From an optimization exercise on the open Yosys and OpenROAD flow, aimed at small area, a short achievable clock period and few clock cycles; shortcuts taken in it are not production practice.
Where RTL was checked, it was by simulation tests only, not by an equivalence proof against the original.
For runs 1 and 5 to 8, only the layout was checked, not whether the RTL still works.
No driver is modelled on the clock port, so clocking that relies on it looks cheaper here than on a real chip.
Power figures rest on the tool's default switching activity, not on a simulated workload.

==> flow/design.v (outline; a module is shown in full before it is edited, if it fits) <==
// module ks_add32: 502 lines
// module ks_add16c: 196 lines
// module g_a222oi: 3 lines
// module g_a22oi: 3 lines
// module g_a22o: 3 lines
// module g_a21o: 3 lines
// module g_aoi21: 3 lines
// module g_oai21: 3 lines
// module g_nand4: 3 lines
// module g_nand3: 3 lines
// module g_nand2: 3 lines
// module g_nor2: 3 lines
// module g_or3: 3 lines
// module g_inv: 3 lines
// module g_xor2: 3 lines
// module g_xnor2: 3 lines
// module g_ha: 4 lines
// module g_and3: 3 lines
// module g_mux2: 3 lines
// module g_a221o: 3 lines
// module g_buf: 3 lines
// module g_rd32f: 15 lines
// module g_rd32: 14 lines
// module mips: 285 lines
module mips(
	input wire clk,
	input wire rst,
	output wire [31:0] INST_ADDR,
	input wire [31:0] INST_DATA,
	output wire [31:0] DMEM_ADDR,
	output wire DMEM_WE,
	output wire [31:0] DMEM_WDATA,
	input wire [31:0] DMEM_RDATA
	);
  // ...
==> flow/flow/run.sh <==
#!/bin/bash
set -euo pipefail
MARGIN=6.5
bash standard.sh synth > synth.log 2>&1
SYNTH_ODB=orfs/results/sky130hd/mips/base/1_synth.odb openroad -no_init -exit flow/downsize.tcl > downsize.log 2>&1
export RC_SCALE=1.2
H=$PWD/flow/rcscale.tcl
bash standard.sh SETUP_SLACK_MARGIN=$MARGIN "CTS_ARGS=-sink_clustering_enable -repair_clock_nets -dont_use_dummy_load -buf_list sky130_fd_sc_hd__clkbuf_8 -sink_clustering_size 20" \
  PRE_FLOORPLAN_TCL=$H PRE_GLOBAL_PLACE_TCL=$H PRE_RESIZE_TCL=$H PRE_CTS_TCL=$H PRE_GLOBAL_ROUTE_TCL=$H \
  finish > layout.log 2>&1
==> flow/flow/downsize.tcl <==
# Set every combinational cell that synthesis mapped to a larger drive
# strength back to its smallest variant; the timing repair later in the flow
# sizes up the cells that need it.
set odb $::env(SYNTH_ODB)
read_db $odb
set db [ord::get_db]
set n 0
foreach inst [[ord::get_db_block] getInsts] {
  set m [$inst getMaster]
  set name [$m getName]
  if {[regexp {^sky130_fd_sc_hd__(df|edf|sdf|dl|sdl|conb|tap|fill|decap|diode)} $name]} { continue }
  if {[regexp {^(sky130_fd_sc_hd__[a-z0-9]+)_([0-9]+)$} $name -> base size] && $size > 1} {
    foreach s {1 0} {
      set nm [$db findMaster ${base}_$s]
      if {$nm ne "NULL" && $nm ne ""} {
        $inst swapMaster $nm
        incr n
        break
      }
    }
  }
}
puts "downsized $n cells"
write_db $odb
==> flow/flow/rcscale.tcl <==
set k $::env(RC_SCALE)
foreach {layer c r} {
  li1  1.499e-04   7.176e-02
  met1 1.72375e-04 8.929e-04
  met2 1.36233e-04 8.929e-04
  met3 2.14962e-04 1.567e-04
  met4 1.48128e-04 1.567e-04
  met5 1.54087e-04 1.781e-05
} {
  set_layer_rc -layer $layer -capacitance [expr {$c * $k}] -resistance [expr {$r * $k}]
}
set_wire_rc -signal -layer met1
set_wire_rc -clock -layer met3
==> flow/standard.sh <==
#!/bin/bash
# synth_recipe.tcl (not shown) runs the flow's synth.tcl, then flattens the netlist and writes it again
# the make line also repeats each setting of config.mk as NAME=value (left out here)
make -C /OpenROAD-flow-scripts/flow DESIGN_CONFIG=/design/flow/config.mk WORK_HOME=/design/flow/orfs CLKGATE_MAP_FILE= SYNTH_SCRIPT=/design/flow/synth_recipe.tcl "${@:-finish}"
==> flow/config.mk <==
export PLATFORM = sky130hd
export DESIGN_NAME = mips
export DESIGN_NICKNAME = mips
export VERILOG_FILES = /design/flow/design.v
export SDC_FILE = /design/flow/constraint.sdc
export NUM_CORES = 8
export LEC_CHECK = 0
export CAP_MARGIN = 20
export CORE_MARGIN = 2
export CORE_UTILIZATION = 40
export SLEW_MARGIN = 20
export SYNTH_HIERARCHICAL = 1
export SYNTH_MINIMUM_KEEP_SIZE = 0
==> flow/constraint.sdc <==
create_clock -name core_clock -period 10.0 [get_ports {clk}]
set_input_delay 2.0000 -clock core_clock [delete_from_list [all_inputs] [get_ports {clk}]]
set_output_delay 2.0000 -clock core_clock [all_outputs]
set_load 0.01 [all_outputs]
==> results.sh, run 1 <==
export IMPL_buffers=619
export IMPL_nFlopsAndLatches=1302
export IMPL_diodes=16
export IMPL_crit_reg2reg_capture="e_a[26]"
export IMPL_wl_mm=367.4
export IMPL_grt_overflow=0
export IMPL_tap_cells=2072
export IMPL_grt_max_degree=73
export IMPL_power_total_mw=14.15
export IMPL_grt_pass1_wl_mm=488.4
export IMPL_dr_pass1_iters=13
export IMPL_sh_seq_area_pct=34.45
export IMPL_critPathBufInv=2
export IMPL_status="no timing/DRC/antenna violations"
export IMPL_top_layer="met5"
export IMPL_maxPowerGroup="sequential cells"
export IMPL_p_int_mw=9.329
export IMPL_ios=163
export IMPL_drt_iter0_drc=12764
export IMPL_ff2ff_setup_slack_ps=6570
export IMPL_numPortBuffers=162
export IMPL_fin_skew_ps=100.4
export IMPL_syn_inst=6557
export IMPL_final_antenna_net_count=0
export IMPL_buffer_area_share_pct=8.087
export IMPL_drv_cap=0
export IMPL_layout_common_cells="a22oi_1 (1105), dfxtp_1 (1088), a22o_1 (1024), buf_4 (335), nand4_1 (295)"
export IMPL_postCtsHoldBufs=0
export IMPL_hold_end="rf_v[8]"
export IMPL_combPwrFrac_pct=26.0
export IMPL_path_cells="buf_12, buf_6"
export IMPL_hold_violations=0
==> module mips, before the edit <==
module mips(
	input wire clk,
	input wire rst,
	output wire [31:0] INST_ADDR,
	input wire [31:0] INST_DATA,
	output wire [31:0] DMEM_ADDR,
	output wire DMEM_WE,
	output wire [31:0] DMEM_WDATA,
	input wire [31:0] DMEM_RDATA
	);
	genvar gk, gb;
	reg  [31:0] pc;
	reg  [31:0] ras;
	reg         e_ld, e_st, e_br, e_bx, e_jr;      
	reg  [4:0]  e_rd;                    
	reg         e_fa_lo, e_fa_hi;
	reg         c_ab, c_mb, c_am, c_mm;
	reg         j_a, j_m;                
	reg         e_fb;                    
	reg         x_b, x_bn, x_m, x_mn, x_i, x_in;
	reg         h_b, h_br, h_m, h_mr;
	reg         e_sub;                   
	reg         s_m, s_a, s_c;
	reg         r_add, r_slt, r_and, r_or, r_xor, r_nor, r_srl, r_sll, r_b;
	reg         e_sra;
	reg  [4:0]  e_sa;
	reg  [31:0] e_a, e_b;
	reg  [31:0] e_x;
	reg         m_we, m_ld;
	reg  [4:0]  m_rd;
	reg  [31:0] m_res, m_wd;
	reg  [31:0] rf [1:31];
	reg  [31:1] rf_v;
	wire [31:0] fa = {{16{e_fa_hi}}, {16{e_fa_lo}}};
	wire [31:0] a = (fa & m_res) | (~fa & e_a);
	wire [31:0] bx = ({32{x_b}} & e_b) | ({32{x_bn}} & ~e_b)
	               | ({32{x_m}} & m_res) | ({32{x_mn}} & ~m_res)
	               | ({32{x_i}} & e_x) | ({32{x_in}} & ~e_x);
	wire [4:0]  sa = ({5{s_m}} & m_res[4:0]) | ({5{s_a}} & e_a[4:0]) | ({5{s_c}} & e_sa);
	wire [31:0] sum, p, g;
	ks_add32 add(.a(a), .b(bx), .cin(e_sub), .s(sum), .p(p), .g0(g));
	wire [31:0] pg = p | g;                           
	function automatic [31:0] rev32(input [31:0] x);
		integer k;
		for (k = 0; k < 32; k = k + 1) rev32[k] = x[31-k];
	endfunction
	wire [31:0] sh_in = ({32{h_b}} & e_b) | ({32{h_br}} & rev32(e_b))
	                  | ({32{h_m}} & m_res) | ({32{h_mr}} & rev32(m_res));
	wire        sh_fill = e_sra & bx[31];
	wire [32:0] sh_ext = $signed({sh_fill, sh_in}) >>> sa;
	wire [31:0] sr = sh_ext[31:0];
	wire [31:0] oth = ({32{r_and}} & g)
	                | ({32{r_or}}  & pg)
	                | ({32{r_xor}} & p)
	                | ({32{r_nor}} & ~pg)
	                | ({32{r_srl}} & sr)
	                | ({32{r_sll}} & rev32(sr))
	                | ({32{r_b}}   & bx);
	wire [31:0] alu;
	g_a221o r0(.a1(r_add), .a2(sum[0]), .b1(r_slt), .b2(sum[31]), .c1(oth[0]), .y(alu[0]));
	generate for (gb = 1; gb < 32; gb = gb + 1) begin : res
		g_a21o r(.a1(r_add), .a2(sum[gb]), .b1(oth[gb]), .y(alu[gb]));
	end endgenerate
	wire eq = (c_ab & (e_a == e_b)) | (c_mb & (m_res == e_b))
	        | (c_am & (e_a == m_res)) | c_mm;
	wire mis_br = e_br & (eq ^ e_bx);
	wire mis_jr = (j_a & (e_a != pc)) | (j_m & (m_res != pc));
	wire mis    = mis_br | mis_jr;
	wire [31:0] redirect = e_jr ? a : e_x;
	wire [31:0] m_val = m_ld ? DMEM_RDATA : m_res;
	wire m_w = (m_rd != 5'd0);
	assign DMEM_ADDR  = m_res;
	assign DMEM_WE    = m_we;
	assign DMEM_WDATA = m_wd;
	wire [31:0] ins = INST_DATA;
	assign INST_ADDR = pc;
	wire [5:0]  op  = ins[31:26];
	wire [4:0]  rs  = ins[25:21];
	wire [4:0]  rt  = ins[20:16];
	wire [4:0]  rdf = ins[15:11];
	wire [4:0]  shamt = ins[10:6];
	wire [5:0]  fn  = ins[5:0];
	wire [15:0] imm = ins[15:0];
	wire is_r    = (op == 6'd0);
	wire is_jr   = is_r & (fn == 6'b001000);
	wire is_jalr = is_r & (fn == 6'b001001);
	wire is_j    = (op == 6'd2);
	wire is_jal  = (op == 6'd3);
	wire is_beq  = (op == 6'd4);
	wire is_bne  = (op == 6'd5);
	wire is_br   = is_beq | is_bne;
	wire is_lw   = (op == 6'b100011);
	wire is_sw   = (op == 6'b101011);
	wire is_ia   = (op[5:3] == 3'b001);           
	wire is_lui  = (op == 6'b001111);
	wire sh_const = is_r & (fn == 6'd0 || fn == 6'd2 || fn == 6'd3);
	wire sh_var   = is_r & (fn == 6'd4 || fn == 6'd6 || fn == 6'd7);
	wire uses_rs = (is_r & ~sh_const) | (is_ia & ~is_lui) | is_lw | is_sw | is_br;
	wire uses_rt = (is_r & ~is_jalr) | is_sw | is_br;
	reg  [4:0] dst;
	always @(*) begin
		if (is_r) dst = is_jalr ? 5'd31 : rdf;
		else if (is_ia | is_lw) dst = rt;
		else if (is_jal) dst = 5'd31;
		else dst = 5'd0;
	end
	reg f_sub, f_add, f_slt, f_and, f_or, f_xor, f_nor, f_srl, f_sll, f_sra, f_b;
	always @(*) begin
		{f_sub, f_add, f_slt, f_and, f_or, f_xor, f_nor, f_srl, f_sll, f_sra, f_b} = 11'b0;
		if (is_r) begin
			case (fn)
				6'b100000, 6'b100001: f_add = 1'b1;
				6'b100010, 6'b100011: begin f_add = 1'b1; f_sub = 1'b1; end
				6'b101010, 6'b101011: begin f_slt = 1'b1; f_sub = 1'b1; end
				6'b100100: f_and = 1'b1;
				6'b100101: f_or = 1'b1;
				6'b100110: f_xor = 1'b1;
				6'b100111: f_nor = 1'b1;
				6'b000000, 6'b000100: f_sll = 1'b1;
				6'b000010, 6'b000110: f_srl = 1'b1;
				6'b000011, 6'b000111: begin f_srl = 1'b1; f_sra = 1'b1; end
				6'b001001: f_b = 1'b1;                  
				default: f_and = 1'b1;                  
			endcase
		end else begin
			case (op)
				6'b001000, 6'b001001, 6'b100011, 6'b101011: f_add = 1'b1;
				6'b001010, 6'b001011: begin f_slt = 1'b1; f_sub = 1'b1; end
				6'b001100: f_and = 1'b1;
				6'b001101: f_or = 1'b1;
				6'b001110: f_xor = 1'b1;
				default: f_b = 1'b1;                    
			endcase
		end
	end
	wire sext = (op == 6'b001000) | (op == 6'b001010) | is_lw | is_sw | is_br;
	wire [31:0] pc4 = pc + 32'd4;
	wire [31:0] immv = is_lui ? {imm, 16'b0} :
	                   (is_jal | is_jalr) ? pc4 :
	                   {{16{sext & imm[15]}}, imm};
	wire ui = ~((is_r & ~is_jalr) | is_br);
	wire rs_m = m_w & (rs == m_rd);
	wire rt_m = m_w & (rt == m_rd);
	wire [31:1] rf_en;
	generate for (gk = 1; gk < 32; gk = gk + 1) begin : en
		assign rf_en[gk] = rf_v[gk] & (m_rd != gk);
	end endgenerate
	wire [3:0] rs_h = 4'b1 << rs[4:3], rt_h = 4'b1 << rt[4:3];
	wire [7:0] rs_l = 8'b1 << rs[2:0], rt_l = 8'b1 << rt[2:0];
	wire [31:0] sel_a, sel_b;
	generate for (gk = 1; gk < 32; gk = gk + 1) begin : sel
		g_and3 da(.a(rs_h[gk/8]), .b(rs_l[gk%8]), .c(rf_en[gk]), .y(sel_a[gk-1]));
		g_and3 db(.a(rt_h[gk/8]), .b(rt_l[gk%8]), .c(rf_en[gk]), .y(sel_b[gk-1]));
	end endgenerate
	assign sel_a[31] = rs_m;
	assign sel_b[31] = rt_m;
	wire [31:0] rs_val, rt_val;
	generate for (gb = 0; gb < 32; gb = gb + 1) begin : rdp
		wire [31:0] d;
		for (gk = 1; gk < 32; gk = gk + 1) begin : c
			assign d[gk-1] = rf[gk][gb];
		end
		assign d[31] = m_val[gb];
		g_rd32f ua(.s(sel_a), .d(d), .q(rs_val[gb]));
		g_rd32f ub(.s(sel_b), .d(d), .q(rt_val[gb]));
	end endgenerate
	wire e_w = (e_rd != 5'd0);
	wire rs_e = e_w & (rs == e_rd);
	wire rt_e = e_w & (rt == e_rd);
	wire rs_e2;
	g_buf fab(.a(rs_e), .y(rs_e2));       
	wire stall = e_ld & ((uses_rs & rs_e) | (uses_rt & rt_e));
	wire adv = ~stall & ~mis;         
	wire pred_t = is_bne | (is_beq & imm[15]);
	wire [15:0] blo;
	wire        bco;
	ks_add16c badd(.a(pc[17:2]), .b(imm), .cin(1'b1), .s(blo), .co(bco));
	wire [13:0] hi = pc[31:18];
	wire [13:0] hi_p = hi + 14'd1;
	wire [13:0] hi_m = hi - 14'd1;
	wire [13:0] bx0 = imm[15] ? hi : hi_p;        
	wire [13:0] bx1 = imm[15] ? hi_m : hi;        
	wire [13:0] bhi;
	generate for (gb = 0; gb < 14; gb = gb + 1) begin : bsel
		g_mux2 m(.a0(bx1[gb]), .a1(bx0[gb]), .s(bco), .y(bhi[gb]));
	end endgenerate
	wire [31:0] btgt = {bhi, blo, pc[1:0]};
	reg [31:0] npc;
	always @(*) begin
		if (is_j | is_jal) npc = {pc4[31:28], ins[25:0], 2'b00};
		else if (is_br & pred_t) npc = btgt;
		else if (is_jr) npc = ras;
		else npc = pc4;
	end
	always @(posedge clk or posedge rst) begin
		if (rst) begin
			pc <= 32'b0;
			ras <= 32'b0;
		end else begin
			if (mis) pc <= redirect;
			else if (~stall) pc <= npc;
			if (is_jal | is_jalr) ras <= pc4;
		end
	end
	always @(posedge clk or posedge rst) begin
		if (rst) begin
			{e_ld, e_st, e_br, e_bx, e_jr} <= 5'b0;
			{j_a, j_m} <= 2'b0;
			e_rd <= 5'd0;
			m_we <= 1'b0;
			m_ld <= 1'b0;
			m_rd <= 5'd0;
		end else begin
			if (adv) begin
				e_ld <= is_lw;
				e_st <= is_sw;
				e_br <= is_br;
				e_bx <= is_bne ^ pred_t;
				e_jr <= is_jr | is_jalr;
				j_a <= (is_jr | is_jalr) & ~rs_e;
				j_m <= (is_jr | is_jalr) & rs_e;
				e_rd <= dst;
			end else begin
				{e_ld, e_st, e_br, e_bx, e_jr} <= 5'b0;
				{j_a, j_m} <= 2'b0;
				e_rd <= 5'd0;
			end
			m_we <= e_st;
			m_ld <= e_ld;
			m_rd <= e_rd;
		end
	end
	always @(posedge clk) begin
		e_fa_lo <= rs_e;
		e_fa_hi <= rs_e2;
		c_ab  <= ~rs_e & ~rt_e;
		c_mb  <= rs_e & ~rt_e;
		c_am  <= ~rs_e & rt_e;
		c_mm  <= rs_e & rt_e;
		e_fb  <= rt_e;
		x_b   <= ~ui & ~rt_e & ~f_sub;
		x_bn  <= ~ui & ~rt_e & f_sub;
		x_m   <= ~ui & rt_e & ~f_sub;
		x_mn  <= ~ui & rt_e & f_sub;
		x_i   <= ui & ~f_sub;
		x_in  <= ui & f_sub;
		h_b   <= ~rt_e & ~f_sll;
		h_br  <= ~rt_e & f_sll;
		h_m   <= rt_e & ~f_sll;
		h_mr  <= rt_e & f_sll;
		e_sub <= f_sub;
		s_m   <= sh_var & rs_e;
		s_a   <= sh_var & ~rs_e;
		s_c   <= ~sh_var;
		e_sa  <= shamt;
		r_add <= f_add;
		r_slt <= f_slt;
		r_and <= f_and;
		r_or  <= f_or;
		r_xor <= f_xor;
		r_nor <= f_nor;
		r_srl <= f_srl;
		r_sll <= f_sll;
		e_sra <= f_sra;
		r_b   <= f_b;
		e_a   <= rs_val;
		e_b   <= rt_val;
		e_x   <= is_br ? (pred_t ? pc4 : btgt) : immv;
		m_res <= alu;
		m_wd  <= e_fb ? m_res : e_b;
	end
	always @(posedge clk or posedge rst) begin
		if (rst) rf_v <= 31'b0;
		else if (m_w) rf_v[m_rd] <= 1'b1;
	end
	generate for (gk = 1; gk < 32; gk = gk + 1) begin : wr
		wire we = (m_rd == gk);
		wire wen = ~we;
		for (gb = 0; gb < 32; gb = gb + 1) begin : b
			wire nx;
			g_a22o m(.a1(we), .a2(m_val[gb]), .b1(wen), .b2(rf[gk][gb]), .y(nx));
			always @(posedge clk) rf[gk][gb] <= nx;
		end
	end endgenerate
endmodule
==> run 2, diff against run 1 <==
--- a/flow/design.v
+++ b/flow/design.v
@@ -750,5 +750,2 @@
 endmodule
-module g_a221o(input a1, a2, b1, b2, c1, output y);
-	assign y = (a1 & a2) | (b1 & b2) | c1;
-endmodule
 module g_buf(input a, output y);
@@ -837,3 +834,4 @@
 	wire [31:0] sr = sh_ext[31:0];
-	wire [31:0] oth = ({32{r_and}} & g)
+	wire [31:0] oth = ({32{r_slt}} & {31'b0, sum[31]})
+	                | ({32{r_and}} & g)
 	                | ({32{r_or}}  & pg)
@@ -845,4 +843,3 @@
 	wire [31:0] alu;
-	g_a221o r0(.a1(r_add), .a2(sum[0]), .b1(r_slt), .b2(sum[31]), .c1(oth[0]), .y(alu[0]));
-	generate for (gb = 1; gb < 32; gb = gb + 1) begin : res
+	generate for (gb = 0; gb < 32; gb = gb + 1) begin : res
 		g_a21o r(.a1(r_add), .a2(sum[gb]), .b1(oth[gb]), .y(alu[gb]));
==> results.sh, run 2 <==
export IMPL_fill_cells=14487
export IMPL_critPathBufInv=1
export IMPL_post_route_min_period_ps=3593
export IMPL_ys_warn_count=9
export IMPL_dr_pass1_iters=9
export IMPL_timing_final_crit_share_pct=35.93
export IMPL_numPortBuffers=162
export IMPL_fin_skew_ps=207.9
export IMPL_syn_inst=6435
export IMPL_postCtsHoldBufs=0
export IMPL_clkTransAtPathRegs_ps=60
export IMPL_status="no timing/DRC/antenna violations"
export IMPL_dr_total_vias=65922
export IMPL_grt_overflow=0
export IMPL_reg2regPathDepth=10
export IMPL_drt_iter0_drc=11908
export IMPL_grt_pass1_wl_mm=444.5
export IMPL_p_leak_nw=29.50
export IMPL_cp_top_family="flip-flops"
export IMPL_crit_fanout=2
export IMPL_clock_latency_ps=1080
export IMPL_ios=163
export IMPL_powerDensity_nw_per_um2=182.2
export IMPL_drive_above_1_share_pct=20.20
export IMPL_place_congestion=1.016
export IMPL_die_x_um=400.1
export IMPL_max_stage_delay_ps=530
export IMPL_wl_mm=325.4
export IMPL_worstSetupStartpointType="flop"
export IMPL_setup_viol=0
export IMPL_wl_per_cell_um=36.01
export IMPL_slew_headroom_pct=31.01
export IMPL_largest_reg_flops=992
export IMPL_top_register="rf"
export IMPL_antenna_found_initial=23
export IMPL_setup_tns_final_ps=0
export IMPL_required_ps=8000
export IMPL_final_common_cell="a22oi_1"
export IMPL_first_global_vias=59561
export IMPL_hp_start="e_st"
export IMPL_path_cells="buf_6"
export IMPL_hpwl_mm=196.8
export IMPL_crit_reg2reg_capture="m_res[19]"
export IMPL_final_antenna_net_count=0
export IMPL_worst_pin_slew_ps=1035
export IMPL_final_nets=7098
export IMPL_clock_fmax_ghz=0.2783
export IMPL_cts_tree="yes"
export IMPL_placementRows=145
export IMPL_drv_cap=0
export IMPL_critPathCaptureType="output pin"
export IMPL_viasPerCell=7.296
export IMPL_drc=0
export IMPL_ff2ff_setup_slack_ps=6500
export IMPL_hold_violations=0
export IMPL_hold_end="m_we"
export IMPL_grtUsageTotal_pct=38.20
export IMPL_max_vdd_ir_drop_v=0.0001337
export IMPL_crit_arrival_ps=1590
export IMPL_die_h_um=400.1
export IMPL_rsz0062_at_grt="yes"
export IMPL_hold_class="flop to flop"
export IMPL_grt_max_degree=63
export IMPL_start_util_pct=40.22
export IMPL_die_area_um2=160100
export IMPL_drv_slew=0
export IMPL_numCtsBuffers=236
export IMPL_power_total_mw=13.90
export IMPL_clock_sinks=1302
export IMPL_hold_path_depth=0
export IMPL_crit_reg2reg_launch="m_res[0]"
export IMPL_layout_common_cells="a22oi_1 (1098), dfxtp_1 (1093), a22o_1 (1016), nand4_1 (292), nand2_1 (283)"
export IMPL_core_area_um2=156000
export IMPL_cp_slowest_cell="dfrtp_4"
export IMPL_crit_type="flop to output pin"
[run 2: metal layers]
metal	wire [um]	track usage [%]	vias up	share of wire, %
met5	115	0	-	0.035
met3	49140	14.39	1220	15
met4	20790	20.23	18	6.4
met2	131500	53.94	5725	40
li1	-	-	26824	-
met1	123800	50.17	32135	38
[run 2: worst max-delay path by stage]
stage                        from            end  slack (ps)  cells after the start
finish                     pc[10]  INST_ADDR[10]        6410                      1
global route               pc[10]  INST_ADDR[10]        6290                      1
CTS                         pc[9]   INST_ADDR[9]        6240                      1
detailed placement  INST_DATA[29]         pc[19]        4350                      9
global placement    INST_DATA[29]         pc[25]        4280                     10
floorplan            INST_DATA[0]         pc[19]        5870                     10
[run 2: stage by stage]
step / area, um^2 / hold WS, ps / utilization [%] / worst slack [ps] / instances
finish: 76280 / 355.3 / 48.89 / 6407 / 9035
global route: 76260 / 360.9 / 48.88 / 6290 / 9027
CTS: 74380 / 357.3 / 47.67 / 6240 / 8955
detailed placement: 68490 / 341.8 / 43.90 / 4347 / 8606
global placement: 68480 / 333.7 / 43.89 / 4282 / 8605
floorplan: 63770 / 331.2 / - / 5871 / 6436
[run 2: cell type report]
cell class,instances,area [um^2],share of cell area [%]
clock buffers,236,3248,4.258
multi-input cells,4811,37720,49.45
well taps,2058,2575,3.376
repair buffers,557,5555,7.283
diodes,10,25.02,0.03281
inverters,61,232.7,0.3051
flip-flops and latches,1302,26920,35.30
[run 2: power breakdown]
part / switching [mW] / internal, mW / total (mW)
clock: 2.13 / 2.05 / 4.18
combinational: 1.98 / 1.44 / 3.43
sequential: 0.526 / 5.77 / 6.30
[run 2: what timing repair did]
item | in CTS | in global routing
endpoints found under the setup margin | 359 | 353
buffers inserted | 105 | 63
resized for setup | 1089 | 345
cloned | 8 | 7
pin swaps | 23 | 69
Testbench counts of run 2, summed over its fixed seeds: cycles 75,343.
==> run 3, diff against run 2 <==
--- a/flow/flow/run.sh
+++ b/flow/flow/run.sh
@@ -2,3 +2,3 @@
 set -euo pipefail
-MARGIN=6.5
+MARGIN=6.4
 bash standard.sh synth > synth.log 2>&1
==> results.sh, run 3 <==
export IMPL_postLayoutCoreUtil_pct=47.94
export IMPL_hold_violations=0
export IMPL_numCtsBuffers=234
export IMPL_wl_per_cell_um=36.64
export IMPL_critPathBufInv=1
export IMPL_drv_slew=0
export IMPL_numPortBuffers=162
export IMPL_die_x_um=400.1
export IMPL_setup_viol=0
export IMPL_grt_busiest_layer="met2"
export IMPL_drt_iter0_drc=12199
export IMPL_wl_mm=329.5
export IMPL_final_common_cell="dfxtp_1"
export IMPL_start_util_pct=40.22
export IMPL_setup_ws_ps=6382
export IMPL_first_global_vias=59551
export IMPL_hold_class="flop to flop"
export IMPL_place_worst_setup_slack_ps=4406
export IMPL_rsz0062_at_grt="yes"
export IMPL_crit_fanout=2
export IMPL_clock_latency_ps=1010
export IMPL_required_ps=8000
export IMPL_final_antenna_net_count=0
export IMPL_critPathCaptureType="output pin"
export IMPL_core_area_um2=156000
export IMPL_placementRows=145
export IMPL_die_h_um=400.1
export IMPL_worstSetupStartpointType="flop"
export IMPL_antenna_found_initial=22
export IMPL_top_register="rf"
export IMPL_largest_reg_flops=992
export IMPL_worst_pin_slew_ps=1078
export IMPL_use_met2_pct=54.60
export IMPL_grtUsageTotal_pct=38.97
export IMPL_hold_path_depth=0
export IMPL_die_area_um2=160100
export IMPL_place_congestion=0.9946
export IMPL_layout_common_cells="dfxtp_1 (1116), a22oi_1 (1104), a22o_1 (1016), nand4_1 (292), nand2_1 (289)"
export IMPL_crit_arrival_ps=1620
export IMPL_pwr_share_seq_pct=45.8
export IMPL_gr_usage_met1_pct=51.83
export IMPL_ios=163
export IMPL_final_nets=7062
export IMPL_syn_inst=6435
export IMPL_clockPowerShare_pct=30.0
export IMPL_fill_cells=14635
export IMPL_drive_above_1_share_pct=17.50
export IMPL_grt_pass1_wl_mm=452.2
export IMPL_post_route_min_period_ps=3618
export IMPL_viasPerCell=7.322
export IMPL_dr_pass1_iters=10
export IMPL_combPwrFrac_pct=24.2
export IMPL_cts_tree="yes"
export IMPL_crit_type="flop to output pin"
export IMPL_fin_skew_ps=136.7
export IMPL_status="no timing/DRC/antenna violations"
export IMPL_powerDensity_nw_per_um2=184.1
export IMPL_path_cells="buf_6"
export IMPL_grt_max_degree=73
export IMPL_setup_tns_final_ps=0
export IMPL_max_stage_delay_ps=540
export IMPL_ys_warn_count=9
export IMPL_drv_cap=0
export IMPL_dr_total_vias=65844
export IMPL_crit_cells=1
export IMPL_timing_final_crit_share_pct=36.18
export IMPL_p_leak_nw=29.07
export IMPL_cp_top_family="flip-flops"
export IMPL_power_total_mw=13.77
export IMPL_clkTransAtPathRegs_ps=60
export IMPL_clock_sinks=1302
export IMPL_slew_headroom_pct=28.10
export IMPL_switching_share_pct=33.15
export IMPL_multiInputGateArea_um2=36860
export IMPL_grtUsageMet3_pct=14.46
export IMPL_reg2regPathDepth=13
export IMPL_grt_overflow=0
export IMPL_drc=0
export IMPL_clock_fmax_ghz=0.2764
export IMPL_power_switching_mw=4.565
export IMPL_max_vdd_ir_drop_v=0.0001356
export IMPL_seq_area_um2=26900
export IMPL_hpwl_mm=198.8
export IMPL_p_int_mw=9.206
export IMPL_cp_slowest_cell="dfrtp_4"
run 3: through the flow:
stage	area [um^2]	hold slack, ps	std cells
after CTS	73880	351.9	8944
after global routing	74800	381.2	8990
after detailed placement	68410	338.7	8608
after floorplan	63640	331.2	6436
final	74800	347.0	8993
after global placement	68410	334.6	8608
run 3: worst paths after layout:
| path | start | to | slack (ps) |
|---|---|---|---|
| max | pc[20] | INST_ADDR[20] | 6380 |
| min | e_st | m_we | 350 |
| max reg2reg | e_b[9] | m_res[0] | 6480 |
| min reg2reg | e_st | m_we | 350 |
| max in group asynchronous | rst | pc[13] | 7060 |
| min in group asynchronous | rst | ras[16] | 1680 |
run 3: layer usage:
layer,vias to the layer above,part of all wire (%)
met3,1196,15
met5,-,0.14
li1,26755,-
met2,5762,41
met4,30,6.1
met1,32101,38
run 3: power groups by stage:
stage	clock network (mW)	logic (mW)	registers, mW
floorplan	0	1.77	6.20
global placement	0	2.67	6.58
detailed placement	0	2.57	6.53
CTS	4.34	3.29	6.31
global route	4.61	3.67	6.39
finish	4.13	3.33	6.31
run 3: repair_timing:
| action | CTS | global route |
|---|---|---|
| buffers inserted | 97 | 41 |
| hold buffers | 0 | 0 |
| endpoints found under the setup margin | 397 | 217 |
| gates cloned | 5 | 4 |
| pin swaps | 14 | 28 |
| resized for setup | 980 | 191 |
run 3: layout make-up:
cell class	count	area share [%]
diodes	4	0.01338
repair buffers	526	6.692
well taps	2058	3.442
clock buffers	234	4.305
multi-input cells	4808	49.28
flip-flops and latches	1302	35.96
inverters	61	0.3111
run 3: worst reg2reg max path: cells and delay by family (launching register included):
kind | cells | cell delay (ps)
AO/OA/AOI/OAI | 5 | 950
XOR/XNOR | 1 | 160
adder cells (fa/ha/maj) | 1 | 500
flip-flops | 1 | 550
multiplexers | 1 | 400
AND/OR/NAND/NOR | 5 | 850
==> run 4, diff against run 3 <==
--- a/flow/flow/run.sh
+++ b/flow/flow/run.sh
@@ -2,6 +2,6 @@
 set -euo pipefail
-MARGIN=6.4
+MARGIN=6.5
 bash standard.sh synth > synth.log 2>&1
 SYNTH_ODB=orfs/results/sky130hd/mips/base/1_synth.odb openroad -no_init -exit flow/downsize.tcl > downsize.log 2>&1
-export RC_SCALE=1.2
+export RC_SCALE=1.4
 H=$PWD/flow/rcscale.tcl
==> results.sh, run 4 <==
export IMPL_status="no timing/DRC/antenna violations"
export IMPL_ios=163
export IMPL_rsz0062_at_grt="yes"
export IMPL_grtUsageTotal_pct=38.05
export IMPL_postLayoutCoreUtil_pct=49.32
export IMPL_largest_reg_flops=992
export IMPL_dr_total_vias=65998
export IMPL_grt_overflow=0
export IMPL_worstSetupStartpointType="flop"
export IMPL_drt_iter0_drc=11982
export IMPL_final_common_cell="dfxtp_1"
export IMPL_wl_mm=322.9
export IMPL_cts_tree="yes"
export IMPL_grt_pass1_wl_mm=445.0
export IMPL_fin_skew_ps=105.5
export IMPL_die_area_um2=160100
export IMPL_viasPerCell=7.264
export IMPL_powerDensity_nw_per_um2=188.1
export IMPL_slew_headroom_pct=32.79
export IMPL_placementRows=145
export IMPL_die_h_um=400.1
export IMPL_clock_fmax_ghz=0.2746
export IMPL_crit_fanout=2
export IMPL_numPortBuffers=162
export IMPL_clock_latency_ps=1040
export IMPL_drv_slew=0
export IMPL_hold_class="flop to flop"
export IMPL_final_area_um2=76960
export IMPL_clkTransAtPathRegs_ps=50
export IMPL_hpwl_mm=195.3
export IMPL_cp_slowest_cell="dfrtp_4"
export IMPL_first_global_vias=60059
export IMPL_ys_warn_count=9
export IMPL_cp_top_family="flip-flops"
export IMPL_hold_violations=0
export IMPL_timing_final_crit_share_pct=36.42
export IMPL_clock_sinks=1302
export IMPL_drive_above_1_share_pct=20.74
export IMPL_crit_type="flop to output pin"
export IMPL_placed_cell_area_um2=68820
export IMPL_wl_per_cell_um=35.54
export IMPL_final_nets=7151
export IMPL_worst_pin_slew_ps=1008
export IMPL_max_vdd_ir_drop_v=0.0001381
export IMPL_place_congestion=1.008
export IMPL_path_cells="buf_6"
export IMPL_numCtsBuffers=282
export IMPL_post_route_min_period_ps=3642
export IMPL_start_util_pct=40.22
export IMPL_layout_common_cells="dfxtp_1 (1106), a22oi_1 (1096), a22o_1 (1016), nand4_1 (292), buf_4 (287)"
export IMPL_syn_inst=6435
export IMPL_setup_ws_ps=6358
export IMPL_setup_tns_final_ps=0
export IMPL_core_area_um2=156000
export IMPL_setup_viol=0
export IMPL_grt_max_degree=115
export IMPL_critPathCaptureType="output pin"
export IMPL_final_antenna_net_count=0
export IMPL_top_register="rf"
export IMPL_drc=0
export IMPL_required_ps=8000
export IMPL_dr_pass1_iters=9
export IMPL_place_worst_setup_slack_ps=4363
export IMPL_crit_arrival_ps=1640
export IMPL_critPathBufInv=1
export IMPL_antenna_found_initial=16
export IMPL_max_stage_delay_ps=510
export IMPL_die_x_um=400.1
export IMPL_drv_cap=0
export IMPL_p_leak_nw=29.92
-- run 4: changes by cell type in the layout (fill, tap and decap cells not counted), moves of 27 or more --
cell / delta
clkbuf_8: +49
a21oi_1: -30
dfxtp_2: +27
a21oi_2: +28
buf_2: -30
buf_6: +50
-- run 4: area by class of cell --
class | instances | area [um^2]
flip-flops and latches | 1302 | 26850
inverters | 61 | 240.2
multi-input cells | 4803 | 37580
fillers | 14438 | 79070
clock buffers | 282 | 3881
well taps | 2058 | 2575
diodes | 8 | 20.02
repair buffers | 572 | 5809
-- run 4: routing by layer --
metal  track usage (%)  part of all wire [%]
met5             1.150                 0.074
met4             19.66                   6.3
met3             13.73                    15
met2             53.73                    41
met1             50.45                    38
-- run 4: path summary, 6_finish.rpt --
kind	depth (start not counted)	to	slack, ps	startpoint
max in group asynchronous	3	pc[26]	7710	rst
max reg2reg	16	m_res[0]	6460	e_b[0]
min in group asynchronous	3	ras[15]	1560	rst
min reg2reg	0	m_we	380	e_st
max	1	INST_ADDR[3]	6360	pc[3]
min	0	m_we	380	e_st
-- run 4: timing repair --
action                     4_1_cts  5_1_grt
setup endpoints to repair      414      332
hold buffers                     0        0
buffers inserted                93       48
pin swaps                       23       73
gates resized for setup       1020      383
gates cloned                     3        6
-- run 4: stage by stage --
step	instances	power (mW)	hold slack [ps]
after floorplan	6436	7.992	331.2
after global placement	8646	9.457	343.7
after detailed placement	8646	9.135	359.6
after CTS	9024	14.96	381.8
after global routing	9080	15.96	402.3
final	9086	14.48	377.1
-- run 4: power breakdown --
| part | total (mW) | internal [mW] | leakage [nW] | switching (mW) |
|---|---|---|---|---|
| registers | 6.30 | 5.77 | 11.1 | 0.524 |
| logic | 3.48 | 1.48 | 16.8 | 2.00 |
| clock network | 4.70 | 2.47 | 2.03 | 2.23 |
==> run 5, diff against run 4 <==
--- a/flow/design.v
+++ b/flow/design.v
@@ -797,2 +797,3 @@
 	reg         e_ld, e_st, e_br, e_bx, e_jr;      
+	reg         e_cst;                   
 	reg  [4:0]  e_rd;                    
@@ -918,2 +919,4 @@
 	end
+	wire f_cst = is_lui | (((op == 6'b001000) | (op == 6'b001001) | (op == 6'b001101) |
+	                        (op == 6'b001110)) & (rs == 5'd0));
 	wire sext = (op == 6'b001000) | (op == 6'b001010) | is_lw | is_sw | is_br;
@@ -970,2 +973,3 @@
 	wire [31:0] btgt = {bhi, blo, pc[1:0]};
+	wire cst_hit = rs_e & e_cst;
 	reg [31:0] npc;
@@ -974,2 +978,3 @@
 		else if (is_br & pred_t) npc = btgt;
+		else if ((is_jr | is_jalr) & cst_hit) npc = e_x;
 		else if (is_jr) npc = ras;
@@ -989,3 +994,3 @@
 		if (rst) begin
-			{e_ld, e_st, e_br, e_bx, e_jr} <= 5'b0;
+			{e_ld, e_st, e_br, e_bx, e_jr, e_cst} <= 6'b0;
 			{j_a, j_m} <= 2'b0;
@@ -1005,3 +1010,5 @@
 				e_rd <= dst;
+				e_cst <= f_cst;
 			end else begin
+				e_cst <= 1'b0;
 				{e_ld, e_st, e_br, e_bx, e_jr} <= 5'b0;
--- a/flow/flow/run.sh
+++ b/flow/flow/run.sh
@@ -5,3 +5,3 @@
 SYNTH_ODB=orfs/results/sky130hd/mips/base/1_synth.odb openroad -no_init -exit flow/downsize.tcl > downsize.log 2>&1
-export RC_SCALE=1.4
+export RC_SCALE=1.2
 H=$PWD/flow/rcscale.tcl
==> results.sh, run 5 <==
export IMPL_first_global_vias=61551
export IMPL_die_area_um2=162100
export IMPL_gr_usage_met1_pct=51.70
export IMPL_final_common_cell="a22oi_1"
export IMPL_grtUsageMet3_pct=13.55
export IMPL_die_h_um=402.6
export IMPL_hold_violations=0
export IMPL_start_util_pct=40.21
export IMPL_grt_busiest_layer="met2"
export IMPL_crit_fanout=2
export IMPL_hold_class="flop to flop"
export IMPL_timing_final_crit_share_pct=37.34
export IMPL_status="no timing/DRC/antenna violations"
export IMPL_crit_arrival_ps=1730
export IMPL_ys_warn_count=9
export IMPL_drc=0
export IMPL_reg2regPathDepth=13
export IMPL_crit_reg2reg_capture="e_b[6]"
export IMPL_finalNonFillerCells=9308
export IMPL_cts_tree="yes"
export IMPL_drive_above_1_share_pct=21.80
export IMPL_crit_reg2reg_launch="m_rd[0]"
export IMPL_hpwl_mm=212.5
export IMPL_fin_skew_ps=102.9
export IMPL_placementRows=146
export IMPL_grt_max_degree=62
export IMPL_final_antenna_net_count=0
export IMPL_rsz0062_at_grt="yes"
export IMPL_syn_inst=6585
export IMPL_wl_per_cell_um=37.96
export IMPL_drt_iter0_drc=13058
export IMPL_crit_type="flop to output pin"
export IMPL_worst_pin_slew_ps=1051
export IMPL_die_x_um=402.6
export IMPL_use_met2_pct=57.98
export IMPL_placed_cell_area_um2=69290
export IMPL_antenna_found_initial=21
export IMPL_dp_cells=8765
export IMPL_place_congestion=1.056
export IMPL_final_nets=7362
export IMPL_numPortBuffers=162
export IMPL_grtUsageTotal_pct=40.65
export IMPL_wl_mm=353.3
export IMPL_layout_common_cells="a22oi_1 (1110), dfxtp_1 (1076), a22o_1 (1010), buf_4 (372), nand2_1 (330)"
export IMPL_drv_cap=0
export IMPL_dr_total_vias=68241
export IMPL_max_vdd_ir_drop_v=0.0001484
export IMPL_critPathCaptureType="output pin"
export IMPL_numCtsBuffers=240
export IMPL_final_area_um2=78920
export IMPL_largest_reg_flops=992
export IMPL_clock_fmax_ghz=0.2678
export IMPL_viasPerCell=7.331
export IMPL_required_ps=8000
export IMPL_p_leak_nw=31.69
export IMPL_ios=163
export IMPL_worstSetupStartpointType="flop"
export IMPL_clkTransAtPathRegs_ps=50
export IMPL_post_route_min_period_ps=3734
export IMPL_clock_sinks=1303
export IMPL_setup_viol=0
export IMPL_grt_overflow=0
export IMPL_ff2ff_setup_slack_ps=6560
export IMPL_grt_pass1_wl_mm=477.3
export IMPL_top_register="rf"
export IMPL_core_area_um2=158000
export IMPL_clock_latency_ps=1030
export IMPL_drv_slew=0
export IMPL_powerDensity_nw_per_um2=182.7
export IMPL_slew_headroom_pct=27.93
export IMPL_dr_pass1_iters=8
export IMPL_setup_tns_final_ps=0
export IMPL_hold_end="rf_v[21]"
export IMPL_hold_path_depth=1
export IMPL_hp_start="rf_v[21]"
==> run 5: worst max-delay path, cell delays in order, from the launching register on <==
cell     delay, ps
dfrtp_1        430
buf_12         160
buf_6          110
==> run 5: cell type report <==
class / instances / area [um^2]
diodes: 5 / 12.51
flip-flops and latches: 1303 / 26960
fillers: 14450 / 79090
inverters: 72 / 280.3
clock buffers: 240 / 3303
multi-input cells: 4940 / 38760
repair buffers: 676 / 7008
well taps: 2072 / 2592
==> run 5: worst max-delay path by stage <==
stage                       start       endpoint  cells after the start
floorplan            INST_DATA[2]         pc[10]                     10
global placement     INST_DATA[4]         pc[16]                     10
detailed placement  INST_DATA[27]         pc[11]                     11
CTS                        pc[22]  INST_ADDR[22]                      2
global route               pc[22]  INST_ADDR[22]                      2
finish                     pc[22]  INST_ADDR[22]                      2
==> run 5: stage by stage <==
step / power [mW] / hold slack (ps) / setup slack (ps) / utilization [%]
detailed placement: 9.303 / 436.8 / 4145 / 43.85
global route: 15.33 / 465.7 / 6114 / 49.94
CTS: 14.41 / 452.2 / 6136 / 48.30
finish: 14.42 / 447.1 / 6266 / 49.94
global placement: 9.467 / 432.3 / 3919 / 43.85
floorplan: 8.087 / 331.2 / 5694 / -
==> run 5: per-layer routing <==
metal / vias to the layer above / share of wire, %
met1: 33305 / 37
met2: 6008 / 41
met4: 18 / 8.8
met5: - / 0.029
met3: 1338 / 14
li1: 27572 / -
==> run 5: where the power goes <==
part / total (mW) / internal (mW) / switching, mW
sequential: 6.31 / 5.78 / 0.528
combinational: 3.88 / 1.68 / 2.19
clock: 4.23 / 2.08 / 2.15
==> run 5: repair_timing <==
| item | in CTS | in global routing |
|---|---|---|
| setup endpoints to repair | 585 | 263 |
| resized for setup | 1280 | 367 |
| hold buffers | 0 | 0 |
| gates cloned | 12 | 17 |
| buffers inserted | 157 | 111 |
| pin swaps | 53 | 106 |
==> run 6, diff against run 5 <==
--- a/flow/design.v
+++ b/flow/design.v
@@ -797,7 +797,4 @@
 	reg         e_ld, e_st, e_br, e_bx, e_jr;      
-	reg         e_cst;                   
 	reg  [4:0]  e_rd;                    
 	reg         e_fa_lo, e_fa_hi;
-	reg         c_ab, c_mb, c_am, c_mm;
-	reg         j_a, j_m;                
 	reg         e_fb;                    
@@ -847,6 +844,6 @@
 	end endgenerate
-	wire eq = (c_ab & (e_a == e_b)) | (c_mb & (m_res == e_b))
-	        | (c_am & (e_a == m_res)) | c_mm;
+	wire [31:0] bf = e_fb ? m_res : e_b;             
+	wire eq = (a == bf);
 	wire mis_br = e_br & (eq ^ e_bx);
-	wire mis_jr = (j_a & (e_a != pc)) | (j_m & (m_res != pc));
+	wire mis_jr = e_jr & (a != pc);
 	wire mis    = mis_br | mis_jr;
@@ -919,4 +916,2 @@
 	end
-	wire f_cst = is_lui | (((op == 6'b001000) | (op == 6'b001001) | (op == 6'b001101) |
-	                        (op == 6'b001110)) & (rs == 5'd0));
 	wire sext = (op == 6'b001000) | (op == 6'b001010) | is_lw | is_sw | is_br;
@@ -973,3 +968,2 @@
 	wire [31:0] btgt = {bhi, blo, pc[1:0]};
-	wire cst_hit = rs_e & e_cst;
 	reg [31:0] npc;
@@ -978,3 +972,2 @@
 		else if (is_br & pred_t) npc = btgt;
-		else if ((is_jr | is_jalr) & cst_hit) npc = e_x;
 		else if (is_jr) npc = ras;
@@ -994,4 +987,3 @@
 		if (rst) begin
-			{e_ld, e_st, e_br, e_bx, e_jr, e_cst} <= 6'b0;
-			{j_a, j_m} <= 2'b0;
+			{e_ld, e_st, e_br, e_bx, e_jr} <= 5'b0;
 			e_rd <= 5'd0;
@@ -1007,11 +999,6 @@
 				e_jr <= is_jr | is_jalr;
-				j_a <= (is_jr | is_jalr) & ~rs_e;
-				j_m <= (is_jr | is_jalr) & rs_e;
 				e_rd <= dst;
-				e_cst <= f_cst;
 			end else begin
-				e_cst <= 1'b0;
 				{e_ld, e_st, e_br, e_bx, e_jr} <= 5'b0;
-				{j_a, j_m} <= 2'b0;
-				e_rd <= 5'd0;
+					e_rd <= 5'd0;
 			end
@@ -1025,6 +1012,2 @@
 		e_fa_hi <= rs_e2;
-		c_ab  <= ~rs_e & ~rt_e;
-		c_mb  <= rs_e & ~rt_e;
-		c_am  <= ~rs_e & rt_e;
-		c_mm  <= rs_e & rt_e;
 		e_fb  <= rt_e;
@@ -1059,3 +1042,3 @@
 		m_res <= alu;
-		m_wd  <= e_fb ? m_res : e_b;
+		m_wd  <= bf;
 	end
==> results.sh, run 6 <==
export IMPL_drv_slew=0
export IMPL_seq_area_um2=26700
export IMPL_numPortBuffers=162
export IMPL_grt_overflow=0
export IMPL_final_antenna_net_count=0
export IMPL_layout_common_cells="a22oi_1 (1107), dfxtp_1 (1103), a22o_1 (1005), buf_4 (381), nand2_1 (289)"
export IMPL_crit_arrival_ps=1620
export IMPL_clock_sinks=1296
export IMPL_final_area_um2=78400
export IMPL_power_switching_mw=4.606
export IMPL_setup_ws_ps=6376
export IMPL_drc=0
export IMPL_first_global_vias=60119
export IMPL_die_h_um=398.1
export IMPL_dp_cells=8618
export IMPL_max_vdd_ir_drop_v=0.0001526
export IMPL_whs_ps=349.4
export IMPL_grt_pass1_wl_mm=459.2
export IMPL_path_cells="buf_12, buf_8"
export IMPL_clockPowerShare_pct=29.8
export IMPL_wl_mm=345.1
export IMPL_fill_cells=14298
export IMPL_required_ps=8000
export IMPL_powerDensity_nw_per_um2=176.7
export IMPL_grt_max_degree=66
export IMPL_cts_tree="yes"
export IMPL_clock_latency_ps=1050
export IMPL_worst_pin_slew_ps=942.4
export IMPL_antenna_found_initial=10
export IMPL_final_nets=7283
export IMPL_status="no timing/DRC/antenna violations"
export IMPL_placementRows=144
export IMPL_drive_above_1_share_pct=22.85
export IMPL_start_util_pct=40.29
export IMPL_die_x_um=398.1
export IMPL_top_register="rf"
export IMPL_rsz0062_at_grt="yes"
export IMPL_hold_class="flop to flop"
export IMPL_slew_headroom_pct=37.02
export IMPL_crit_type="flop to output pin"
export IMPL_largest_reg_flops=992
export IMPL_core_area_um2=154200
export IMPL_clock_fmax_ghz=0.2760
export IMPL_grtUsageTotal_pct=40.08
export IMPL_worstSetupStartpointType="flop"
export IMPL_p_leak_nw=30.62
export IMPL_multiInputGateArea_um2=38000
export IMPL_setup_viol=0
export IMPL_viasPerCell=7.307
export IMPL_switching_share_pct=33.25
export IMPL_hpwl_mm=200.6
export IMPL_crit_fanout=2
export IMPL_critPathCaptureType="output pin"
export IMPL_wl_per_cell_um=37.51
export IMPL_place_worst_setup_slack_ps=3979
export IMPL_cp_slowest_cell="dfrtp_1"
export IMPL_drv_cap=0
export IMPL_clkTransAtPathRegs_ps=60
export IMPL_post_route_min_period_ps=3624
export IMPL_ios=163
export IMPL_p_int_mw=9.245
export IMPL_numCtsBuffers=233
export IMPL_final_common_cell="a22oi_1"
export IMPL_combPwrFrac_pct=25.0
export IMPL_dr_total_vias=67221
export IMPL_pwr_share_seq_pct=45.2
export IMPL_die_area_um2=158500
export IMPL_setup_tns_final_ps=0
export IMPL_placed_cell_area_um2=68040
export IMPL_place_congestion=1.003
export IMPL_hold_violations=0
export IMPL_ys_warn_count=9
export IMPL_fin_skew_ps=134.0
export IMPL_finalNonFillerCells=9200
export IMPL_max_stage_delay_ps=390
export IMPL_syn_inst=6415
export IMPL_timing_final_crit_share_pct=36.24
export IMPL_drt_iter0_drc=11947
export IMPL_dr_pass1_iters=9
-- run 6: power by group through the flow --
stage | Combinational (mW) | Sequential, mW | Clock (mW)
floorplan | 1.69 | 6.21 | 0
global placement | 2.67 | 6.52 | 0
detailed placement | 2.55 | 6.48 | 0
CTS | 3.32 | 6.26 | 4.32
global route | 3.80 | 6.35 | 4.58
finish | 3.47 | 6.26 | 4.12
-- run 6: stage by stage --
step | total power [mW] | utilization [%]
after detailed placement | 9.033 | 44.11
after floorplan | 7.905 | -
after global placement | 9.193 | 44.11
final | 13.85 | 50.83
after global routing | 14.73 | 50.83
after CTS | 13.91 | 48.88
-- run 6: per-layer routing --
layer | part of all wire (%) | vias to the layer above | track usage, % | wire length (um)
li1 | - | 27167 | - | -
met1 | 37 | 32709 | 51.05 | 126100
met2 | 41 | 5935 | 57.42 | 139900
met3 | 14 | 1400 | 13.37 | 49340
met4 | 8.6 | 10 | 26.48 | 29700
met5 | 0.018 | - | 0 | 63
-- run 6: final cells by class --
| cell class | count | area share (%) |
|---|---|---|
| Antenna cell | 4 | 0.01277 |
| Clock buffer | 233 | 4.090 |
| Inverter | 95 | 0.4676 |
| Multi-Input combinational cell | 4814 | 48.46 |
| Sequential cell | 1296 | 34.06 |
| Tap cell | 2044 | 3.262 |
| Timing Repair Buffer | 714 | 9.642 |
-- run 6: worst max-delay path, delay by kind of cell, from the launching register on --
kind                   cells  cell delay (ps)
DFF                        1              390
buffers and inverters      2              270
-- run 6: path summary, 6_finish.rpt --
kind / startpoint / end / slack [ps] / depth (start not counted)
setup reg to reg: m_rd[0] / rf_v[27] / 6460 / 17
hold / removal: e_st / m_we / 350 / 0
setup / recovery: pc[23] / INST_ADDR[23] / 6380 / 2
min in group asynchronous: rst / pc[20] / 1730 / 3
hold reg to reg: e_st / m_we / 350 / 0
max in group asynchronous: rst / pc[30] / 7080 / 4
-- run 6: timing repair --
action / in CTS / in global routing
hold endpoints to repair: 0 / 0
cloned: 25 / 31
hold buffers: 0 / 0
setup endpoints to repair: 430 / 242
pin swaps: 78 / 103
buffers inserted: 164 / 124
resized for setup: 1279 / 381
==> run 7, diff against run 6 <==
==> flow/flow/run.sh (replaced) <==
#!/bin/bash
set -euo pipefail
MARGIN=6.5
bash standard.sh synth > synth.log 2>&1
SYNTH_ODB=orfs/results/sky130hd/mips/base/1_synth.odb openroad -no_init -exit flow/downsize.tcl > downsize.log 2>&1
bash standard.sh SETUP_SLACK_MARGIN=$MARGIN "CTS_ARGS=-sink_clustering_enable -repair_clock_nets -dont_use_dummy_load -buf_list sky130_fd_sc_hd__clkbuf_8 -sink_clustering_size 20" finish > layout.log 2>&1
removed: flow/flow/rcscale.tcl
==> results.sh, run 7 <==
export IMPL_status="no timing/DRC/antenna violations"
export IMPL_drive_above_1_share_pct=17.88
export IMPL_ff2ff_setup_slack_ps=6420
export IMPL_max_stage_delay_ps=300
export IMPL_area_growth_synth_to_final_pct=20.36
export IMPL_antenna_found_initial=11
export IMPL_crit_arrival_ps=4400
export IMPL_grt_overflow=0
export IMPL_hold_class="flop to flop"
export IMPL_cts_tree="yes"
export IMPL_hpwl_mm=197.4
export IMPL_crit_type="input pin to flop"
export IMPL_finalNonFillerCells=9041
export IMPL_ys_warn_count=9
export IMPL_slew_headroom_pct=29.67
export IMPL_p_leak_nw=29.28
export IMPL_start_util_pct=40.29
export IMPL_setup_tns_final_ps=0
export IMPL_dr_pass1_iters=10
export IMPL_final_nets=7118
export IMPL_grtUsageTotal_pct=38.24
export IMPL_wl_mm=322.3
export IMPL_hold_end="m_we"
export IMPL_drv_slew=0
export IMPL_cts_root_buffer_cell="clkbuf_8"
export IMPL_worstSetupStartpointType="input pin"
export IMPL_critPathCaptureType="flop"
export IMPL_grt_pass1_wl_mm=441.2
export IMPL_numCtsBuffers=217
export IMPL_layout_common_cells="dfxtp_1 (1132), a22oi_1 (1125), a22o_1 (1005), buf_4 (340), nand2_1 (305)"
export IMPL_crit_reg2reg_capture="e_a[14]"
export IMPL_drv_cap=0
export IMPL_wl_per_cell_um=35.65
export IMPL_top_register="rf"
export IMPL_timing_final_crit_share_pct=36.44
export IMPL_placementRows=144
export IMPL_cts_buffer_depth=3
export IMPL_setup_viol=0
export IMPL_ios=163
export IMPL_dr_total_vias=64769
export IMPL_final_antenna_net_count=0
export IMPL_powerDensity_nw_per_um2=180.6
export IMPL_max_vdd_ir_drop_v=0.0001460
export IMPL_die_h_um=398.1
export IMPL_clock_latency_ps=980
export IMPL_syn_area_um2=62140
export IMPL_core_area_um2=154200
export IMPL_numPortBuffers=162
export IMPL_postCtsHoldBufs=0
export IMPL_required_ps=10760
export IMPL_cp_slowest_cell="mux2_4"
export IMPL_worst_pin_slew_ps=1053
export IMPL_hold_path_depth=0
export IMPL_viasPerCell=7.164
export IMPL_drt_iter0_drc=10925
export IMPL_crit_fanout=5
export IMPL_clock_sinks=1296
export IMPL_die_x_um=398.1
export IMPL_fin_skew_ps=111.4
export IMPL_first_global_vias=58941
export IMPL_rsz0062_at_grt="yes"
export IMPL_post_route_min_period_ps=3644
export IMPL_syn_avg_cell_area_um2=9.687
export IMPL_dp_cells=8603
export IMPL_hold_violations=0
export IMPL_reg2regPathDepth=14
export IMPL_grt_max_degree=75
export IMPL_clkTransAtPathRegs_ps=60
export IMPL_final_common_cell="dfxtp_1"
export IMPL_syn_inst=6415
export IMPL_place_congestion=1.005
export IMPL_crit_reg2reg_launch="m_rd[1]"
export IMPL_path_cells="clkbuf_4, ha_4, a21oi_4, o21ai_2, a21oi_2, o21ai_4, buf_6, buf_12, buf_16, mux2_4, a32o_2, a21oi_2, o21ai_1, mux2_4"
export IMPL_die_area_um2=158500
export IMPL_clock_fmax_ghz=0.2744
export IMPL_hp_start="e_st"
export IMPL_largest_reg_flops=992
export IMPL_drc=0
export IMPL_htreeDepth=4
run 7: final cells by class:
type / count / area (um^2)
clock buffer: 217 / 2987
sequential: 1296 / 26680
antenna: 10 / 25.02
inverter: 95 / 366.6
tap: 2044 / 2557
fill: 14441 / 79430
multi-input combinational: 4790 / 36810
timing repair buffer: 589 / 5365
run 7: repair_timing:
item,4_1_cts,5_1_grt
pin swaps,38,81
gates resized for setup,991,265
buffers inserted,128,69
cloned,5,9
endpoints found under the setup margin,418,192
run 7: layer usage:
layer | global-route usage [%] | up-vias | share of wire [%]
li1 | - | 26798 | -
met1 | 48.27 | 31759 | 37
met2 | 55.34 | 5217 | 41
met3 | 13.12 | 993 | 14
met4 | 24.57 | 2 | 7.7
met5 | 0.1211 | - | 0.0093
run 7: worst max path at each step:
stage | end | startpoint | cells past startpoint
floorplan | pc[27] | INST_DATA[1] | 11
global placement | pc[19] | INST_DATA[29] | 9
detailed placement | pc[19] | INST_DATA[29] | 9
CTS | INST_ADDR[23] | pc[23] | 2
global route | pc[28] | INST_DATA[0] | 15
finish | pc[28] | INST_DATA[9] | 14
run 7: critical path: cells and delay by family:
family,cells,cell delay [ps]
muxes,2,560
adders and majority gates,1,290
buffers and inverters,4,570
AOI/OAI and AO/OA,7,990
run 7: where the power goes:
part / internal [mW] / switching, mW
logic: 1.40 / 1.92
clock network: 1.89 / 2.05
registers: 5.74 / 0.505
total: 9.04 / 4.47
run 7: per-stage QoR:
step | cell area (um^2) | setup slack, ps | utilization [%] | hold slack (ps) | total power, mW
2_1_floorplan | 63050 | 5744 | - | 331.2 | 7.905
5_1_grt | 74780 | 6300 | 48.48 | 372.0 | 13.91
6_report | 74790 | 6356 | 48.50 | 354.5 | 13.51
3_3_place_gp | 67810 | 4058 | 43.97 | 332.6 | 8.965
4_1_cts | 73170 | 6345 | 47.44 | 357.3 | 13.21
3_5_place_dp | 67820 | 4073 | 43.98 | 344.9 | 9.000
==> run 8, diff against run 7 <==
--- a/flow/design.v
+++ b/flow/design.v
@@ -750,2 +750,5 @@
 endmodule
+module g_a221o(input a1, a2, b1, b2, c1, output y);
+	assign y = (a1 & a2) | (b1 & b2) | c1;
+endmodule
 module g_buf(input a, output y);
@@ -797,2 +800,3 @@
 	reg         e_ld, e_st, e_br, e_bx, e_jr;      
+	reg         e_cst;                   
 	reg  [4:0]  e_rd;                    
@@ -832,4 +836,3 @@
 	wire [31:0] sr = sh_ext[31:0];
-	wire [31:0] oth = ({32{r_slt}} & {31'b0, sum[31]})
-	                | ({32{r_and}} & g)
+	wire [31:0] oth = ({32{r_and}} & g)
 	                | ({32{r_or}}  & pg)
@@ -841,3 +844,4 @@
 	wire [31:0] alu;
-	generate for (gb = 0; gb < 32; gb = gb + 1) begin : res
+	g_a221o r0(.a1(r_add), .a2(sum[0]), .b1(r_slt), .b2(sum[31]), .c1(oth[0]), .y(alu[0]));
+	generate for (gb = 1; gb < 32; gb = gb + 1) begin : res
 		g_a21o r(.a1(r_add), .a2(sum[gb]), .b1(oth[gb]), .y(alu[gb]));
@@ -916,2 +920,4 @@
 	end
+	wire f_cst = is_lui | (((op == 6'b001000) | (op == 6'b001001) | (op == 6'b001101) |
+	                        (op == 6'b001110)) & (rs == 5'd0));
 	wire sext = (op == 6'b001000) | (op == 6'b001010) | is_lw | is_sw | is_br;
@@ -968,2 +974,3 @@
 	wire [31:0] btgt = {bhi, blo, pc[1:0]};
+	wire cst_hit = rs_e & e_cst;
 	reg [31:0] npc;
@@ -972,2 +979,3 @@
 		else if (is_br & pred_t) npc = btgt;
+		else if ((is_jr | is_jalr) & cst_hit) npc = e_x;
 		else if (is_jr) npc = ras;
@@ -987,3 +995,3 @@
 		if (rst) begin
-			{e_ld, e_st, e_br, e_bx, e_jr} <= 5'b0;
+			{e_ld, e_st, e_br, e_bx, e_jr, e_cst} <= 6'b0;
 			e_rd <= 5'd0;
@@ -1000,3 +1008,5 @@
 				e_rd <= dst;
+				e_cst <= f_cst;
 			end else begin
+				e_cst <= 1'b0;
 				{e_ld, e_st, e_br, e_bx, e_jr} <= 5'b0;
==> results.sh, run 8 <==
export IMPL_place_congestion=1.015
export IMPL_drv_cap=0
export IMPL_syn_area_um2=62730
export IMPL_drive_above_1_share_pct=17.70
export IMPL_p_leak_nw=30.03
export IMPL_largest_reg_flops=992
export IMPL_cp_slowest_cell="clkdlybuf4s50_1"
export IMPL_die_x_um=400.0
export IMPL_drt_iter0_drc=11148
export IMPL_max_vdd_ir_drop_v=0.0001411
export IMPL_syn_avg_cell_area_um2=9.636
export IMPL_dr_pass1_iters=8
export IMPL_status="no timing/DRC/antenna violations"
export IMPL_cts_buffer_depth=3
export IMPL_cp_top_family="simple AND/OR/NAND/NOR gates"
export IMPL_clock_sinks=1297
export IMPL_drv_slew=0
export IMPL_grt_overflow=0
export IMPL_start_util_pct=40.20
export IMPL_final_area_um2=75530
export IMPL_top_register="rf"
export IMPL_postLayoutCoreUtil_pct=48.41
export IMPL_clock_latency_ps=990
export IMPL_max_stage_delay_ps=520
export IMPL_setup_viol=0
export IMPL_htreeDepth=4
export IMPL_die_area_um2=160000
export IMPL_grtUsageTotal_pct=38.88
export IMPL_dr_total_vias=65934
export IMPL_hold_violations=0
export IMPL_worst_pin_slew_ps=1106
export IMPL_cts_tree="yes"
export IMPL_clock_fmax_ghz=0.2679
export IMPL_critPathCaptureType="flop"
export IMPL_critPathBufInv=3
export IMPL_drc=0
export IMPL_cts_root_buffer_cell="clkbuf_8"
export IMPL_grt_pass1_wl_mm=450.4
export IMPL_dp_cells=8719
export IMPL_viasPerCell=7.211
export IMPL_grt_max_degree=114
export IMPL_setup_tns_final_ps=0
export IMPL_setup_ws_ps=6267
export IMPL_final_common_cell="dfxtp_1"
export IMPL_required_ps=10780
export IMPL_hold_class="flop to flop"
export IMPL_seq_area_um2=26690
export IMPL_timing_final_crit_share_pct=37.33
export IMPL_wl_mm=330.0
export IMPL_placed_cell_area_um2=68600
export IMPL_core_area_um2=156000
export IMPL_numCtsBuffers=215
export IMPL_wl_per_cell_um=36.10
export IMPL_fin_skew_ps=122.9
export IMPL_crit_fanout=32
export IMPL_crit_type="input pin to flop"
export IMPL_finalNonFillerCells=9143
export IMPL_area_growth_synth_to_final_pct=20.41
export IMPL_final_nets=7211
export IMPL_hpwl_mm=200.8
export IMPL_numPortBuffers=162
export IMPL_clkTransAtPathRegs_ps=60
export IMPL_multiInputGateArea_um2=37140
export IMPL_slew_headroom_pct=25.74
export IMPL_layout_common_cells="dfxtp_1 (1132), a22oi_1 (1088), a22o_1 (1019), nand2_1 (337), buf_4 (331)"
export IMPL_rsz0062_at_grt="yes"
export IMPL_fill_cells=14744
export IMPL_ys_warn_count=9
export IMPL_die_h_um=400.0
export IMPL_syn_inst=6510
export IMPL_place_worst_setup_slack_ps=4024
export IMPL_path_cells="clkdlybuf4s50_1, buf_12, nor2_4, and3_1, buf_12, a22oi_1, nand4_1, nor2_4, nand2_1"
export IMPL_first_global_vias=60122
export IMPL_placementRows=145
export IMPL_powerDensity_nw_per_um2=177.8
export IMPL_worstSetupStartpointType="input pin"
export IMPL_antenna_found_initial=17
export IMPL_final_antenna_net_count=0
export IMPL_post_route_min_period_ps=3733
export IMPL_crit_arrival_ps=4510
export IMPL_ios=163
## run 8: worst paths after layout
| path | start | endpoint | slack (ps) | cells after the start |
|---|---|---|---|---|
| max in group asynchronous | rst | rf_v[8] | 7670 | 3 |
| min in group asynchronous | rst | ras[25] | 1610 | 3 |
| min | e_st | m_we | 350 | 0 |
| max reg2reg | e_b[10] | m_res[0] | 6350 | 10 |
| min reg2reg | e_st | m_we | 350 | 0 |
| max | INST_DATA[20] | e_b[8] | 6270 | 9 |
## run 8: final cells by class
cell class | instances | share of cell area (%)
inverter | 100 | 0.5119
timing repair inverter | 1 | 0.009940
tap | 2058 | 3.409
multi-input combinational | 4862 | 49.18
timing repair buffer | 605 | 7.610
clock buffer | 215 | 3.918
sequential | 1297 | 35.34
antenna | 5 | 0.01657
## run 8: report_power, final
part           switching (mW)  total [mW]  internal, mW
clock network            2.04        3.91          1.87
registers               0.520        6.25          5.73
logic                    1.85        3.26          1.41
## run 8: per-layer routing
metal / part of all wire [%] / GRT usage [%] / routed length, um
met1: 37 / 49.81 / 123100
met2: 41 / 55.74 / 135000
met3: 14 / 12.23 / 44630
met4: 8.3 / 26.08 / 27290
met5: 0.024 / 0 / 80
## run 8: worst reg2reg max path: cells and delay by family (launching register included)
kind                     cells  cell delay (ps)
flip-flops                   1              760
multiplexers                 1              390
adder cells (fa/ha/maj)      1              480
XOR/XNOR                     1              170
AND/OR/NAND/NOR              1              260
AO/OA/AOI/OAI                6             1460
## run 8: metrics by stage
stage	hold WS, ps	total power [mW]
3_3_place_gp	334.4	8.959
6_report	353.8	13.43
2_1_floorplan	331.2	7.901
4_1_cts	357.4	13.19
5_1_grt	365.1	13.85
3_5_place_dp	343.5	8.982
## run 8: repair_timing
item | in CTS | in global routing
gates cloned | 7 | 10
hold buffers | 0 | 0
setup buffers | 133 | 54
gates resized for setup | 1009 | 275
setup endpoints to repair | 360 | 223
pin swaps | 44 | 92

==> static timing again, ports no longer ideal <==
The results above use ideal ports. As a check the final layouts listed here were re-extracted and re-timed, cells and wires unchanged.
Step 1 (the two cells are an assumption about what drives the block):
set clk [get_ports {clk}]
set_driving_cell -lib_cell sky130_fd_sc_hd__clkbuf_16 $clk
set_driving_cell -lib_cell sky130_fd_sc_hd__buf_2 [delete_from_list [all_inputs] $clk]
Step 2 times the ports against the registers' clock, not the clock port: input delays grow and output delays shrink by t, the midpoint of the rising clock arrivals with the driver on.
a / b / c = no drivers / after step 1 / after step 2; a / b = the first two.
run | shift t [ns] | setup slack, ns | slew at the worst register clock pin (ns) | pins driven straight from the clock port
run 1 | 1.069 | 6.270 / 6.195 / 5.373 | 0.07 / 0.07 | 1
run 2 | 1.042 | 6.407 / 6.330 / 5.403 | 0.07 / 0.07 | 1
run 3 | 1.018 | 6.382 / 6.304 / 5.349 | 0.07 / 0.07 | 1
run 4 | 1.058 | 6.358 / 6.277 / 5.343 | 0.06 / 0.06 | 1
run 5 | 1.067 | 6.266 / 6.178 / 5.336 | 0.07 / 0.07 | 1
run 6 | 1.054 | 6.376 / 6.295 / 5.392 | 0.06 / 0.06 | 1
run 7 | 1.016 | 6.356 / 6.313 / 5.311 | 0.07 / 0.07 | 1
run 8 | 0.999 | 6.267 / 6.309 / 5.309 | 0.07 / 0.07 | 1
After both steps every run listed still meets setup and hold. The setup slack of run 7, which loses most, moves by -0.043 ns with the drivers and by -1.045 ns with both steps.
